This is an optimization exercise on Yosys and OpenROAD, whose aim is small area, not a production implementation.

==> run P <==
## Cordic
module Cordic(
	input clk,
	input [12:0] x_0,
	input [12:0] y_0,
	input [12:0] z_0,
	output [12:0] x_N,
	output [12:0] y_N,
	output [12:0] z_N
);
	wire [12:0] xs0 = x_0, ys0 = y_0;
	wire [12:0] zs0 = z_0;
	wire d0 = zs0[12];   
	wire signed [12:0] xss0 = xs0, yss0 = ys0;
	wire [12:0] xsh0 = xss0 >>> 0, ysh0 = yss0 >>> 0;
	wire [12:0] bx0 = ysh0 ^ {13{~d0}}, by0 = xsh0 ^ {13{d0}};
	wire [12:0] xn0, yn0;
	wire cx0_4;
	CordicMachine #(.N(4), .FIRST(1)) ax0_0 (.a(xs0[3:0]), .b(bx0[3:0]), .ci(~d0), .s(xn0[3:0]), .co(cx0_4));
	wire cx0_8;
	CordicMachine #(.N(4), .FIRST(0)) ax0_1 (.a(xs0[7:4]), .b(bx0[7:4]), .ci(cx0_4), .s(xn0[7:4]), .co(cx0_8));
	wire cx0_13;
	CordicMachine #(.N(5), .FIRST(0)) ax0_2 (.a(xs0[12:8]), .b(bx0[12:8]), .ci(cx0_8), .s(xn0[12:8]), .co(cx0_13));
	wire cy0_4;
	CordicMachine #(.N(4), .FIRST(1)) ay0_0 (.a(ys0[3:0]), .b(by0[3:0]), .ci(d0), .s(yn0[3:0]), .co(cy0_4));
	wire cy0_8;
	CordicMachine #(.N(4), .FIRST(0)) ay0_1 (.a(ys0[7:4]), .b(by0[7:4]), .ci(cy0_4), .s(yn0[7:4]), .co(cy0_8));
	wire cy0_13;
	CordicMachine #(.N(5), .FIRST(0)) ay0_2 (.a(ys0[12:8]), .b(by0[12:8]), .ci(cy0_8), .s(yn0[12:8]), .co(cy0_13));
	wire [12:0] zf0;
	wire [12:0] za0 = {~d0, d0, ~d0, d0, d0, ~d0, 1'b1, 1'b0, 1'b0, 1'b0, 1'b0, 1'b0, 1'b0};   
	assign zf0[5:0] = zs0[5:0];
	wire cz0_11;
	CordicMachine #(.N(5), .FIRST(1)) az0_0 (.a(zs0[10:6]), .b(za0[10:6]), .ci(1'b0), .s(zf0[10:6]), .co(cz0_11));
	wire cz0_13;
	CordicMachine #(.N(2), .FIRST(0)) az0_1 (.a(zs0[12:11]), .b(za0[12:11]), .ci(cz0_11), .s(zf0[12:11]), .co(cz0_13));
	reg [12:0] xr1; reg [12:1] yr1; reg [12:0] zr1;
	always @(posedge clk) begin xr1 <= xn0; yr1 <= yn0[12:1]; zr1 <= zf0[12:0]; end
	wire [12:0] xs1 = xr1, ys1 = {yr1, xr1[0]};   
	wire [12:0] zs1 = zr1;
	wire d1 = zs1[12];   
	wire signed [12:0] xss1 = xs1, yss1 = ys1;
	wire [12:0] xsh1 = xss1 >>> 1, ysh1 = yss1 >>> 1;
	wire [12:0] bx1 = ysh1 ^ {13{~d1}}, by1 = xsh1 ^ {13{d1}};
  ...
==> flow/config.mk <==
export PLATFORM = sky130hd
export DESIGN_NAME = Cordic
export DESIGN_NICKNAME = Cordic
export VERILOG_FILES = /design/flow/design.v
export SDC_FILE = /design/flow/constraint.sdc
export NUM_CORES = 4
export LEC_CHECK = 0
export CAP_MARGIN = 20
export CORE_MARGIN = 2
export CORE_UTILIZATION = 40
export CTS_BUF_LIST = sky130_fd_sc_hd__clkbuf_8
export CTS_CLUSTER_DIAMETER = 100
export CTS_CLUSTER_SIZE = 18
export GPL_TIMING_DRIVEN = 0
export SLEW_MARGIN = 20
==> flow/constraint.sdc <==
create_clock -name core_clock -period 3.2 [get_ports {clk}]
set_input_delay 0.6400 -clock core_clock [delete_from_list [all_inputs] [get_ports {clk}]]
set_output_delay 0.6400 -clock core_clock [all_outputs]
set_load 0.01 [all_outputs]
standard.sh (not shown) runs the stock make flow with config.mk's settings and CLKGATE_MAP_FILE= SYNTH_SCRIPT=/design/flow/synth_recipe.tcl, a recipe that flattens the netlist after the stock synthesis.
==> flow/flow/run.sh <==
#!/bin/bash
# Standard layout, but the port buffers that placement inserts use the smallest buffer cell.
set -euo pipefail
export BUFFER_PORTS_ARGS="-buffer_cell sky130_fd_sc_hd__buf_1"
bash standard.sh > standard.log 2>&1
==> run E: changes against run P <==
--- a/flow/design.v
+++ b/flow/design.v
@@ -39,31 +39,29 @@
 	wire [12:0] zs0 = z_0;
 	wire d0 = zs0[12];   
 	wire signed [12:0] xss0 = xs0, yss0 = ys0;
 	wire [12:0] xsh0 = xss0 >>> 0, ysh0 = yss0 >>> 0;
 	wire [12:0] bx0 = ysh0 ^ {13{~d0}}, by0 = xsh0 ^ {13{d0}};
 	wire [12:0] xn0, yn0;
-	wire cx0_4;
-	CordicMachine #(.N(4), .FIRST(1)) ax0_0 (.a(xs0[3:0]), .b(bx0[3:0]), .ci(~d0), .s(xn0[3:0]), .co(cx0_4));
-	wire cx0_8;
-	CordicMachine #(.N(4), .FIRST(0)) ax0_1 (.a(xs0[7:4]), .b(bx0[7:4]), .ci(cx0_4), .s(xn0[7:4]), .co(cx0_8));
+	wire cx0_3;
+	CordicMachine #(.N(3), .FIRST(1)) ax0_0 (.a(xs0[2:0]), .b(bx0[2:0]), .ci(~d0), .s(xn0[2:0]), .co(cx0_3));
+	wire cx0_6;
+	CordicMachine #(.N(3), .FIRST(0)) ax0_1 (.a(xs0[5:3]), .b(bx0[5:3]), .ci(cx0_3), .s(xn0[5:3]), .co(cx0_6));
+	wire cx0_9;
+	CordicMachine #(.N(3), .FIRST(0)) ax0_2 (.a(xs0[8:6]), .b(bx0[8:6]), .ci(cx0_6), .s(xn0[8:6]), .co(cx0_9));
 	wire cx0_13;
-	CordicMachine #(.N(5), .FIRST(0)) ax0_2 (.a(xs0[12:8]), .b(bx0[12:8]), .ci(cx0_8), .s(xn0[12:8]), .co(cx0_13));
-	wire cy0_4;
-	CordicMachine #(.N(4), .FIRST(1)) ay0_0 (.a(ys0[3:0]), .b(by0[3:0]), .ci(d0), .s(yn0[3:0]), .co(cy0_4));
-	wire cy0_8;
-	CordicMachine #(.N(4), .FIRST(0)) ay0_1 (.a(ys0[7:4]), .b(by0[7:4]), .ci(cy0_4), .s(yn0[7:4]), .co(cy0_8));
+	CordicMachine #(.N(4), .FIRST(0)) ax0_3 (.a(xs0[12:9]), .b(bx0[12:9]), .ci(cx0_9), .s(xn0[12:9]), .co(cx0_13));
+	wire cy0_3;
+	CordicMachine #(.N(3), .FIRST(1)) ay0_0 (.a(ys0[2:0]), .b(by0[2:0]), .ci(d0), .s(yn0[2:0]), .co(cy0_3));
+	wire cy0_6;
+	CordicMachine #(.N(3), .FIRST(0)) ay0_1 (.a(ys0[5:3]), .b(by0[5:3]), .ci(cy0_3), .s(yn0[5:3]), .co(cy0_6));
+	wire cy0_9;
+	CordicMachine #(.N(3), .FIRST(0)) ay0_2 (.a(ys0[8:6]), .b(by0[8:6]), .ci(cy0_6), .s(yn0[8:6]), .co(cy0_9));
 	wire cy0_13;
-	CordicMachine #(.N(5), .FIRST(0)) ay0_2 (.a(ys0[12:8]), .b(by0[12:8]), .ci(cy0_8), .s(yn0[12:8]), .co(cy0_13));
-	wire [12:0] zf0;
-	wire [12:0] za0 = {~d0, d0, ~d0, d0, d0, ~d0, 1'b1, 1'b0, 1'b0, 1'b0, 1'b0, 1'b0, 1'b0};   
-	assign zf0[5:0] = zs0[5:0];
-	wire cz0_11;
-	CordicMachine #(.N(5), .FIRST(1)) az0_0 (.a(zs0[10:6]), .b(za0[10:6]), .ci(1'b0), .s(zf0[10:6]), .co(cz0_11));
-	wire cz0_13;
-	CordicMachine #(.N(2), .FIRST(0)) az0_1 (.a(zs0[12:11]), .b(za0[12:11]), .ci(cz0_11), .s(zf0[12:11]), .co(cz0_13));
+	CordicMachine #(.N(4), .FIRST(0)) ay0_3 (.a(ys0[12:9]), .b(by0[12:9]), .ci(cy0_9), .s(yn0[12:9]), .co(cy0_13));
+	wire [12:0] zf0 = d0 ? zs0 + 13'd2880 : zs0 - 13'd2880;
 	reg [12:0] xr1; reg [12:1] yr1; reg [12:0] zr1;
 	always @(posedge clk) begin xr1 <= xn0; yr1 <= yn0[12:1]; zr1 <= zf0[12:0]; end
 	wire [12:0] xs1 = xr1, ys1 = {yr1, xr1[0]};   
 	wire [12:0] zs1 = zr1;
 	wire d1 = zs1[12];   
 	wire signed [12:0] xss1 = xs1, yss1 = ys1;
@@ -79,19 +77,13 @@
 	wire cy1_4;
 	CordicMachine #(.N(4), .FIRST(1)) ay1_0 (.a(ys1[3:0]), .b(by1[3:0]), .ci(d1), .s(yn1[3:0]), .co(cy1_4));
 	wire cy1_8;
 	CordicMachine #(.N(4), .FIRST(0)) ay1_1 (.a(ys1[7:4]), .b(by1[7:4]), .ci(cy1_4), .s(yn1[7:4]), .co(cy1_8));
 	wire cy1_13;
 	CordicMachine #(.N(5), .FIRST(0)) ay1_2 (.a(ys1[12:8]), .b(by1[12:8]), .ci(cy1_8), .s(yn1[12:8]), .co(cy1_13));
-	wire [11:0] zf1;
-	wire [11:0] za1 = {~d1, d1, d1, ~d1, d1, ~d1, d1, ~d1, ~d1, 1'b1, 1'b0, 1'b0};   
-	assign zf1[1:0] = zs1[1:0];
-	wire cz1_7;
-	CordicMachine #(.N(5), .FIRST(1)) az1_0 (.a(zs1[6:2]), .b(za1[6:2]), .ci(1'b0), .s(zf1[6:2]), .co(cz1_7));
-	wire cz1_12;
-	CordicMachine #(.N(5), .FIRST(0)) az1_1 (.a(zs1[11:7]), .b(za1[11:7]), .ci(cz1_7), .s(zf1[11:7]), .co(cz1_12));
+	wire [12:0] zf1 = d1 ? zs1 + 13'd1700 : zs1 - 13'd1700;
 	reg [12:0] xr2, yr2; reg [11:0] zr2;
 	always @(posedge clk) begin xr2 <= xn1; yr2 <= yn1; zr2 <= zf1[11:0]; end
 	wire [12:0] xs2 = xr2, ys2 = yr2;
 	wire [11:0] zs2 = zr2;
 	wire d2 = zs2[11];   
 	wire signed [12:0] xss2 = xs2, yss2 = ys2;
@@ -107,19 +99,13 @@
 	wire cy2_4;
 	CordicMachine #(.N(4), .FIRST(1)) ay2_0 (.a(ys2[3:0]), .b(by2[3:0]), .ci(d2), .s(yn2[3:0]), .co(cy2_4));
 	wire cy2_8;
 	CordicMachine #(.N(4), .FIRST(0)) ay2_1 (.a(ys2[7:4]), .b(by2[7:4]), .ci(cy2_4), .s(yn2[7:4]), .co(cy2_8));
 	wire cy2_13;
 	CordicMachine #(.N(5), .FIRST(0)) ay2_2 (.a(ys2[12:8]), .b(by2[12:8]), .ci(cy2_8), .s(yn2[12:8]), .co(cy2_13));
-	wire [10:0] zf2;
-	wire [10:0] za2 = {~d2, d2, d2, d2, ~d2, ~d2, ~d2, ~d2, ~d2, 1'b1, 1'b0};   
-	assign zf2[0:0] = zs2[0:0];
-	wire cz2_6;
-	CordicMachine #(.N(5), .FIRST(1)) az2_0 (.a(zs2[5:1]), .b(za2[5:1]), .ci(1'b0), .s(zf2[5:1]), .co(cz2_6));
-	wire cz2_11;
-	CordicMachine #(.N(5), .FIRST(0)) az2_1 (.a(zs2[10:6]), .b(za2[10:6]), .ci(cz2_6), .s(zf2[10:6]), .co(cz2_11));
+	wire [11:0] zf2 = d2 ? zs2 + 12'd898 : zs2 - 12'd898;
 	reg [12:0] xr3, yr3; reg [10:0] zr3;
 	always @(posedge clk) begin xr3 <= xn2; yr3 <= yn2; zr3 <= zf2[10:0]; end
 	wire [12:0] xs3 = xr3, ys3 = yr3;
 	wire [10:0] zs3 = zr3;
 	wire d3 = zs3[10];   
 	wire signed [12:0] xss3 = xs3, yss3 = ys3;
@@ -135,19 +121,13 @@
 	wire cy3_4;
 	CordicMachine #(.N(4), .FIRST(1)) ay3_0 (.a(ys3[3:0]), .b(by3[3:0]), .ci(d3), .s(yn3[3:0]), .co(cy3_4));
 	wire cy3_8;
 	CordicMachine #(.N(4), .FIRST(0)) ay3_1 (.a(ys3[7:4]), .b(by3[7:4]), .ci(cy3_4), .s(yn3[7:4]), .co(cy3_8));
 	wire cy3_13;
 	CordicMachine #(.N(5), .FIRST(0)) ay3_2 (.a(ys3[12:8]), .b(by3[12:8]), .ci(cy3_8), .s(yn3[12:8]), .co(cy3_13));
-	wire [9:0] zf3;
-	wire [9:0] za3 = {~d3, d3, d3, d3, ~d3, ~d3, 1'b1, 1'b0, 1'b0, 1'b0};   
-	assign zf3[2:0] = zs3[2:0];
-	wire cz3_8;
-	CordicMachine #(.N(5), .FIRST(1)) az3_0 (.a(zs3[7:3]), .b(za3[7:3]), .ci(1'b0), .s(zf3[7:3]), .co(cz3_8));
-	wire cz3_10;
-	CordicMachine #(.N(2), .FIRST(0)) az3_1 (.a(zs3[9:8]), .b(za3[9:8]), .ci(cz3_8), .s(zf3[9:8]), .co(cz3_10));
+	wire [10:0] zf3 = d3 ? zs3 + 11'd456 : zs3 - 11'd456;
 	reg [12:0] xr4, yr4; reg [9:0] zr4;
 	always @(posedge clk) begin xr4 <= xn3; yr4 <= yn3; zr4 <= zf3[9:0]; end
 	wire [12:0] xs4 = xr4, ys4 = yr4;
 	wire [9:0] zs4 = zr4;
 	wire d4 = zs4[9];   
 	wire signed [12:0] xss4 = xs4, yss4 = ys4;
@@ -163,19 +143,13 @@
 	wire cy4_4;
 	CordicMachine #(.N(4), .FIRST(1)) ay4_0 (.a(ys4[3:0]), .b(by4[3:0]), .ci(d4), .s(yn4[3:0]), .co(cy4_4));
 	wire cy4_8;
 	CordicMachine #(.N(4), .FIRST(0)) ay4_1 (.a(ys4[7:4]), .b(by4[7:4]), .ci(cy4_4), .s(yn4[7:4]), .co(cy4_8));
 	wire cy4_13;
 	CordicMachine #(.N(5), .FIRST(0)) ay4_2 (.a(ys4[12:8]), .b(by4[12:8]), .ci(cy4_8), .s(yn4[12:8]), .co(cy4_13));
-	wire [8:0] zf4;
-	wire [8:0] za4 = {~d4, d4, d4, d4, ~d4, ~d4, 1'b1, 1'b0, 1'b0};   
-	assign zf4[1:0] = zs4[1:0];
-	wire cz4_7;
-	CordicMachine #(.N(5), .FIRST(1)) az4_0 (.a(zs4[6:2]), .b(za4[6:2]), .ci(1'b0), .s(zf4[6:2]), .co(cz4_7));
-	wire cz4_9;
-	CordicMachine #(.N(2), .FIRST(0)) az4_1 (.a(zs4[8:7]), .b(za4[8:7]), .ci(cz4_7), .s(zf4[8:7]), .co(cz4_9));
+	wire [9:0] zf4 = d4 ? zs4 + 10'd228 : zs4 - 10'd228;
 	reg [12:0] xr5, yr5; reg [8:0] zr5;
 	always @(posedge clk) begin xr5 <= xn4; yr5 <= yn4; zr5 <= zf4[8:0]; end
 	wire [12:0] xs5 = xr5, ys5 = yr5;
 	wire [8:0] zs5 = zr5;
 	wire d5 = zs5[8];   
 	wire signed [12:0] xss5 = xs5, yss5 = ys5;
@@ -191,19 +165,13 @@
 	wire cy5_4;
 	CordicMachine #(.N(4), .FIRST(1)) ay5_0 (.a(ys5[3:0]), .b(by5[3:0]), .ci(d5), .s(yn5[3:0]), .co(cy5_4));
 	wire cy5_8;
 	CordicMachine #(.N(4), .FIRST(0)) ay5_1 (.a(ys5[7:4]), .b(by5[7:4]), .ci(cy5_4), .s(yn5[7:4]), .co(cy5_8));
 	wire cy5_13;
 	CordicMachine #(.N(5), .FIRST(0)) ay5_2 (.a(ys5[12:8]), .b(by5[12:8]), .ci(cy5_8), .s(yn5[12:8]), .co(cy5_13));
-	wire [7:0] zf5;
-	wire [7:0] za5 = {~d5, d5, d5, d5, ~d5, ~d5, 1'b1, 1'b0};   
-	assign zf5[0:0] = zs5[0:0];
-	wire cz5_6;
-	CordicMachine #(.N(5), .FIRST(1)) az5_0 (.a(zs5[5:1]), .b(za5[5:1]), .ci(1'b0), .s(zf5[5:1]), .co(cz5_6));
-	wire cz5_8;
-	CordicMachine #(.N(2), .FIRST(0)) az5_1 (.a(zs5[7:6]), .b(za5[7:6]), .ci(cz5_6), .s(zf5[7:6]), .co(cz5_8));
+	wire [8:0] zf5 = d5 ? zs5 + 9'd114 : zs5 - 9'd114;
 	reg [12:0] xr6, yr6; reg [7:0] zr6;
 	always @(posedge clk) begin xr6 <= xn5; yr6 <= yn5; zr6 <= zf5[7:0]; end
 	wire [12:0] xs6 = xr6, ys6 = yr6;
 	wire [7:0] zs6 = zr6;
 	wire d6 = zs6[7];   
 	wire signed [12:0] xss6 = xs6, yss6 = ys6;
@@ -219,18 +187,13 @@
 	wire cy6_4;
 	CordicMachine #(.N(4), .FIRST(1)) ay6_0 (.a(ys6[3:0]), .b(by6[3:0]), .ci(d6), .s(yn6[3:0]), .co(cy6_4));
 	wire cy6_8;
 	CordicMachine #(.N(4), .FIRST(0)) ay6_1 (.a(ys6[7:4]), .b(by6[7:4]), .ci(cy6_4), .s(yn6[7:4]), .co(cy6_8));
 	wire cy6_13;
 	CordicMachine #(.N(5), .FIRST(0)) ay6_2 (.a(ys6[12:8]), .b(by6[12:8]), .ci(cy6_8), .s(yn6[12:8]), .co(cy6_13));
-	wire [6:0] zf6;
-	wire [6:0] za6 = {~d6, d6, d6, d6, ~d6, ~d6, 1'b1};   
-	wire cz6_5;
-	CordicMachine #(.N(5), .FIRST(1)) az6_0 (.a(zs6[4:0]), .b(za6[4:0]), .ci(1'b0), .s(zf6[4:0]), .co(cz6_5));
-	wire cz6_7;
-	CordicMachine #(.N(2), .FIRST(0)) az6_1 (.a(zs6[6:5]), .b(za6[6:5]), .ci(cz6_5), .s(zf6[6:5]), .co(cz6_7));
+	wire [7:0] zf6 = d6 ? zs6 + 8'd57 : zs6 - 8'd57;
 	reg [12:0] xr7, yr7; reg [6:0] zr7;
 	always @(posedge clk) begin xr7 <= xn6; yr7 <= yn6; zr7 <= zf6[6:0]; end
 	wire [12:0] xs7 = xr7, ys7 = yr7;
 	wire [6:0] zs7 = zr7;
 	wire d7 = zs7[6];   
 	wire signed [12:0] xss7 = xs7, yss7 = ys7;
@@ -246,17 +209,13 @@
 	wire cy7_4;
 	CordicMachine #(.N(4), .FIRST(1)) ay7_0 (.a(ys7[3:0]), .b(by7[3:0]), .ci(d7), .s(yn7[3:0]), .co(cy7_4));
 	wire cy7_8;
 	CordicMachine #(.N(4), .FIRST(0)) ay7_1 (.a(ys7[7:4]), .b(by7[7:4]), .ci(cy7_4), .s(yn7[7:4]), .co(cy7_8));
 	wire cy7_13;
 	CordicMachine #(.N(5), .FIRST(0)) ay7_2 (.a(ys7[12:8]), .b(by7[12:8]), .ci(cy7_8), .s(yn7[12:8]), .co(cy7_13));
-	wire [5:0] zf7;
-	wire [5:0] za7 = {~d7, d7, d7, 1'b1, 1'b0, 1'b0};   
-	assign zf7[1:0] = zs7[1:0];
-	wire cz7_6;
-	CordicMachine #(.N(4), .FIRST(1)) az7_0 (.a(zs7[5:2]), .b(za7[5:2]), .ci(1'b0), .s(zf7[5:2]), .co(cz7_6));
+	wire [6:0] zf7 = d7 ? zs7 + 7'd28 : zs7 - 7'd28;
 	reg [12:0] xr8, yr8; reg [5:0] zr8;
 	always @(posedge clk) begin xr8 <= xn7; yr8 <= yn7; zr8 <= zf7[5:0]; end
 	wire [12:0] xs8 = xr8, ys8 = yr8;
 	wire [5:0] zs8 = zr8;
 	wire d8 = zs8[5];   
 	wire signed [12:0] xss8 = xs8, yss8 = ys8;
@@ -272,17 +231,13 @@
 	wire cy8_4;
 	CordicMachine #(.N(4), .FIRST(1)) ay8_0 (.a(ys8[3:0]), .b(by8[3:0]), .ci(d8), .s(yn8[3:0]), .co(cy8_4));
 	wire cy8_8;
 	CordicMachine #(.N(4), .FIRST(0)) ay8_1 (.a(ys8[7:4]), .b(by8[7:4]), .ci(cy8_4), .s(yn8[7:4]), .co(cy8_8));
 	wire cy8_13;
 	CordicMachine #(.N(5), .FIRST(0)) ay8_2 (.a(ys8[12:8]), .b(by8[12:8]), .ci(cy8_8), .s(yn8[12:8]), .co(cy8_13));
-	wire [4:0] zf8;
-	wire [4:0] za8 = {~d8, d8, d8, 1'b1, 1'b0};   
-	assign zf8[0:0] = zs8[0:0];
-	wire cz8_5;
-	CordicMachine #(.N(4), .FIRST(1)) az8_0 (.a(zs8[4:1]), .b(za8[4:1]), .ci(1'b0), .s(zf8[4:1]), .co(cz8_5));
+	wire [5:0] zf8 = d8 ? zs8 + 6'd14 : zs8 - 6'd14;
 	reg [12:0] xr9, yr9; reg [4:0] zr9;
 	always @(posedge clk) begin xr9 <= xn8; yr9 <= yn8; zr9 <= zf8[4:0]; end
 	wire [12:0] xs9 = xr9, ys9 = yr9;
 	wire [4:0] zs9 = zr9;
 	wire d9 = zs9[4];   
 	wire signed [12:0] xss9 = xs9, yss9 = ys9;
@@ -298,16 +253,13 @@
 	wire cy9_4;
 	CordicMachine #(.N(4), .FIRST(1)) ay9_0 (.a(ys9[3:0]), .b(by9[3:0]), .ci(d9), .s(yn9[3:0]), .co(cy9_4));
 	wire cy9_8;
 	CordicMachine #(.N(4), .FIRST(0)) ay9_1 (.a(ys9[7:4]), .b(by9[7:4]), .ci(cy9_4), .s(yn9[7:4]), .co(cy9_8));
 	wire cy9_13;
 	CordicMachine #(.N(5), .FIRST(0)) ay9_2 (.a(ys9[12:8]), .b(by9[12:8]), .ci(cy9_8), .s(yn9[12:8]), .co(cy9_13));
-	wire [3:0] zf9;
-	wire [3:0] za9 = {~d9, d9, d9, 1'b1};   
-	wire cz9_4;
-	CordicMachine #(.N(4), .FIRST(1)) az9_0 (.a(zs9[3:0]), .b(za9[3:0]), .ci(1'b0), .s(zf9[3:0]), .co(cz9_4));
+	wire [4:0] zf9 = d9 ? zs9 + 5'd7 : zs9 - 5'd7;
 	reg [12:0] xr10, yr10; reg [3:0] zr10;
 	always @(posedge clk) begin xr10 <= xn9; yr10 <= yn9; zr10 <= zf9[3:0]; end
 	wire [12:0] xs10 = xr10, ys10 = yr10;
 	wire [3:0] zs10 = zr10;
 	assign x_N = xs10;
 	assign y_N = ys10;
==> flow/run.sh (new file) <==
#!/bin/bash
# synth_recipe.tcl (not shown) runs the flow's synth.tcl, then flattens the netlist and writes it again
# the make line also repeats each setting of config.mk as NAME=value (left out here)
make -C /OpenROAD-flow-scripts/flow DESIGN_CONFIG=/design/flow/config.mk WORK_HOME=/design/flow/orfs CLKGATE_MAP_FILE= SYNTH_SCRIPT=/design/flow/synth_recipe.tcl finish
==> flow/config.mk (replaced) <==
export PLATFORM = sky130hd
export DESIGN_NAME = Cordic
export DESIGN_NICKNAME = Cordic
export VERILOG_FILES = /design/flow/design.v
export SDC_FILE = /design/flow/constraint.sdc
export NUM_CORES = 4
export LEC_CHECK = 0
export CAP_MARGIN = 20
export CORE_MARGIN = 2
export CORE_UTILIZATION = 60
export CTS_BUF_LIST = sky130_fd_sc_hd__clkbuf_8
export CTS_CLUSTER_DIAMETER = 100
export CTS_CLUSTER_SIZE = 18
export GPL_TIMING_DRIVEN = 0
export PLACE_DENSITY = 0.75
export SLEW_MARGIN = 20
removed: flow/flow/run.sh
removed: flow/standard.sh
==> run A: changes against run P <==
--- a/flow/design.v
+++ b/flow/design.v
@@ -39,24 +39,28 @@
 	wire [12:0] zs0 = z_0;
 	wire d0 = zs0[12];   
 	wire signed [12:0] xss0 = xs0, yss0 = ys0;
 	wire [12:0] xsh0 = xss0 >>> 0, ysh0 = yss0 >>> 0;
 	wire [12:0] bx0 = ysh0 ^ {13{~d0}}, by0 = xsh0 ^ {13{d0}};
 	wire [12:0] xn0, yn0;
-	wire cx0_4;
-	CordicMachine #(.N(4), .FIRST(1)) ax0_0 (.a(xs0[3:0]), .b(bx0[3:0]), .ci(~d0), .s(xn0[3:0]), .co(cx0_4));
-	wire cx0_8;
-	CordicMachine #(.N(4), .FIRST(0)) ax0_1 (.a(xs0[7:4]), .b(bx0[7:4]), .ci(cx0_4), .s(xn0[7:4]), .co(cx0_8));
+	wire cx0_3;
+	CordicMachine #(.N(3), .FIRST(1)) ax0_0 (.a(xs0[2:0]), .b(bx0[2:0]), .ci(~d0), .s(xn0[2:0]), .co(cx0_3));
+	wire cx0_6;
+	CordicMachine #(.N(3), .FIRST(0)) ax0_1 (.a(xs0[5:3]), .b(bx0[5:3]), .ci(cx0_3), .s(xn0[5:3]), .co(cx0_6));
+	wire cx0_9;
+	CordicMachine #(.N(3), .FIRST(0)) ax0_2 (.a(xs0[8:6]), .b(bx0[8:6]), .ci(cx0_6), .s(xn0[8:6]), .co(cx0_9));
 	wire cx0_13;
-	CordicMachine #(.N(5), .FIRST(0)) ax0_2 (.a(xs0[12:8]), .b(bx0[12:8]), .ci(cx0_8), .s(xn0[12:8]), .co(cx0_13));
-	wire cy0_4;
-	CordicMachine #(.N(4), .FIRST(1)) ay0_0 (.a(ys0[3:0]), .b(by0[3:0]), .ci(d0), .s(yn0[3:0]), .co(cy0_4));
-	wire cy0_8;
-	CordicMachine #(.N(4), .FIRST(0)) ay0_1 (.a(ys0[7:4]), .b(by0[7:4]), .ci(cy0_4), .s(yn0[7:4]), .co(cy0_8));
+	CordicMachine #(.N(4), .FIRST(0)) ax0_3 (.a(xs0[12:9]), .b(bx0[12:9]), .ci(cx0_9), .s(xn0[12:9]), .co(cx0_13));
+	wire cy0_3;
+	CordicMachine #(.N(3), .FIRST(1)) ay0_0 (.a(ys0[2:0]), .b(by0[2:0]), .ci(d0), .s(yn0[2:0]), .co(cy0_3));
+	wire cy0_6;
+	CordicMachine #(.N(3), .FIRST(0)) ay0_1 (.a(ys0[5:3]), .b(by0[5:3]), .ci(cy0_3), .s(yn0[5:3]), .co(cy0_6));
+	wire cy0_9;
+	CordicMachine #(.N(3), .FIRST(0)) ay0_2 (.a(ys0[8:6]), .b(by0[8:6]), .ci(cy0_6), .s(yn0[8:6]), .co(cy0_9));
 	wire cy0_13;
-	CordicMachine #(.N(5), .FIRST(0)) ay0_2 (.a(ys0[12:8]), .b(by0[12:8]), .ci(cy0_8), .s(yn0[12:8]), .co(cy0_13));
+	CordicMachine #(.N(4), .FIRST(0)) ay0_3 (.a(ys0[12:9]), .b(by0[12:9]), .ci(cy0_9), .s(yn0[12:9]), .co(cy0_13));
 	wire [12:0] zf0;
 	wire [12:0] za0 = {~d0, d0, ~d0, d0, d0, ~d0, 1'b1, 1'b0, 1'b0, 1'b0, 1'b0, 1'b0, 1'b0};   
 	assign zf0[5:0] = zs0[5:0];
 	wire cz0_11;
 	CordicMachine #(.N(5), .FIRST(1)) az0_0 (.a(zs0[10:6]), .b(za0[10:6]), .ci(1'b0), .s(zf0[10:6]), .co(cz0_11));
 	wire cz0_13;
==> qor summary <==
| quantity | run E | run P | run A |
|---|---|---|---|
| GR met2 Demand/Resource | 39.9% | 25.2% | 25.2% |
| Cell Area, Synth | 18500 µm² | 17900 µm² | 17900 µm² |
| Post-route core utilization | 70.9% | 44.7% | 44.6% |
| Critical register-to-register path endpoint | xr6[12] | xr5[9] | xr2[8] |
| Number of gates on the worst path with buffers counted | 12 | 11 | 10 |
| Worst min-delay path startpoint | zr3[1] | z_0[4] | z_0[3] |
| Met3 demand-to-capacity share in global routing | 2.27% | 1.66% | 1.76% |
| Clock slew seen by the registers of the worst setup and hold paths | 0.10 ns | 0.11 ns | 0.10 ns |
| Number of standard cells in the final layout excluding fillers | 2176 | 2206 | 2204 |
| Area of the multi-input gates | 10900 µm² | 10000 µm² | 10100 µm² |
| Register-to-Register Path Depth | 12 | 11 | 10 |
| Run status | no timing/DRC/antenna violations | no timing/DRC/antenna violations | no timing/DRC/antenna violations |
| Maximum number of pins on one net before global-route repair | 19 | 19 | 20 |
| HP Class | register to register | input pin to register | input pin to register |
Function was not checked in any run of this note: the RTL went through the layout flow alone.

## static timing again, ports no longer ideal
Ports are ideal in the flow. The routed layouts listed here were re-timed in OpenROAD.
Step 1, drivers: a clkbuf_16 drives clk and a buf_2 each remaining input, both assumed.
Step 2 moves the port delays by t, midway between the first and last clock arrival at a register: inputs arrive t later, outputs are due t later. That takes back most of the time a late clock gives input paths.
a / b / c = ideal / step 1 / step 2; a / b = the first two.
run | t, ns | setup WS [ns] | pins driven straight from the clock port
run P | 0.625 | 0.136 / 0.136 / -0.440 | 1
run E | 0.613 | 0.075 / 0.075 / -0.153 | 1
run A | 0.627 | 0.139 / 0.139 / -0.359 | 1
With both steps, setup timing fails in every run listed, where it was met with ideal ports. For run P, which loses most, drivers alone change the setup slack by 0.000 ns; drivers and shift together by -0.576 ns.
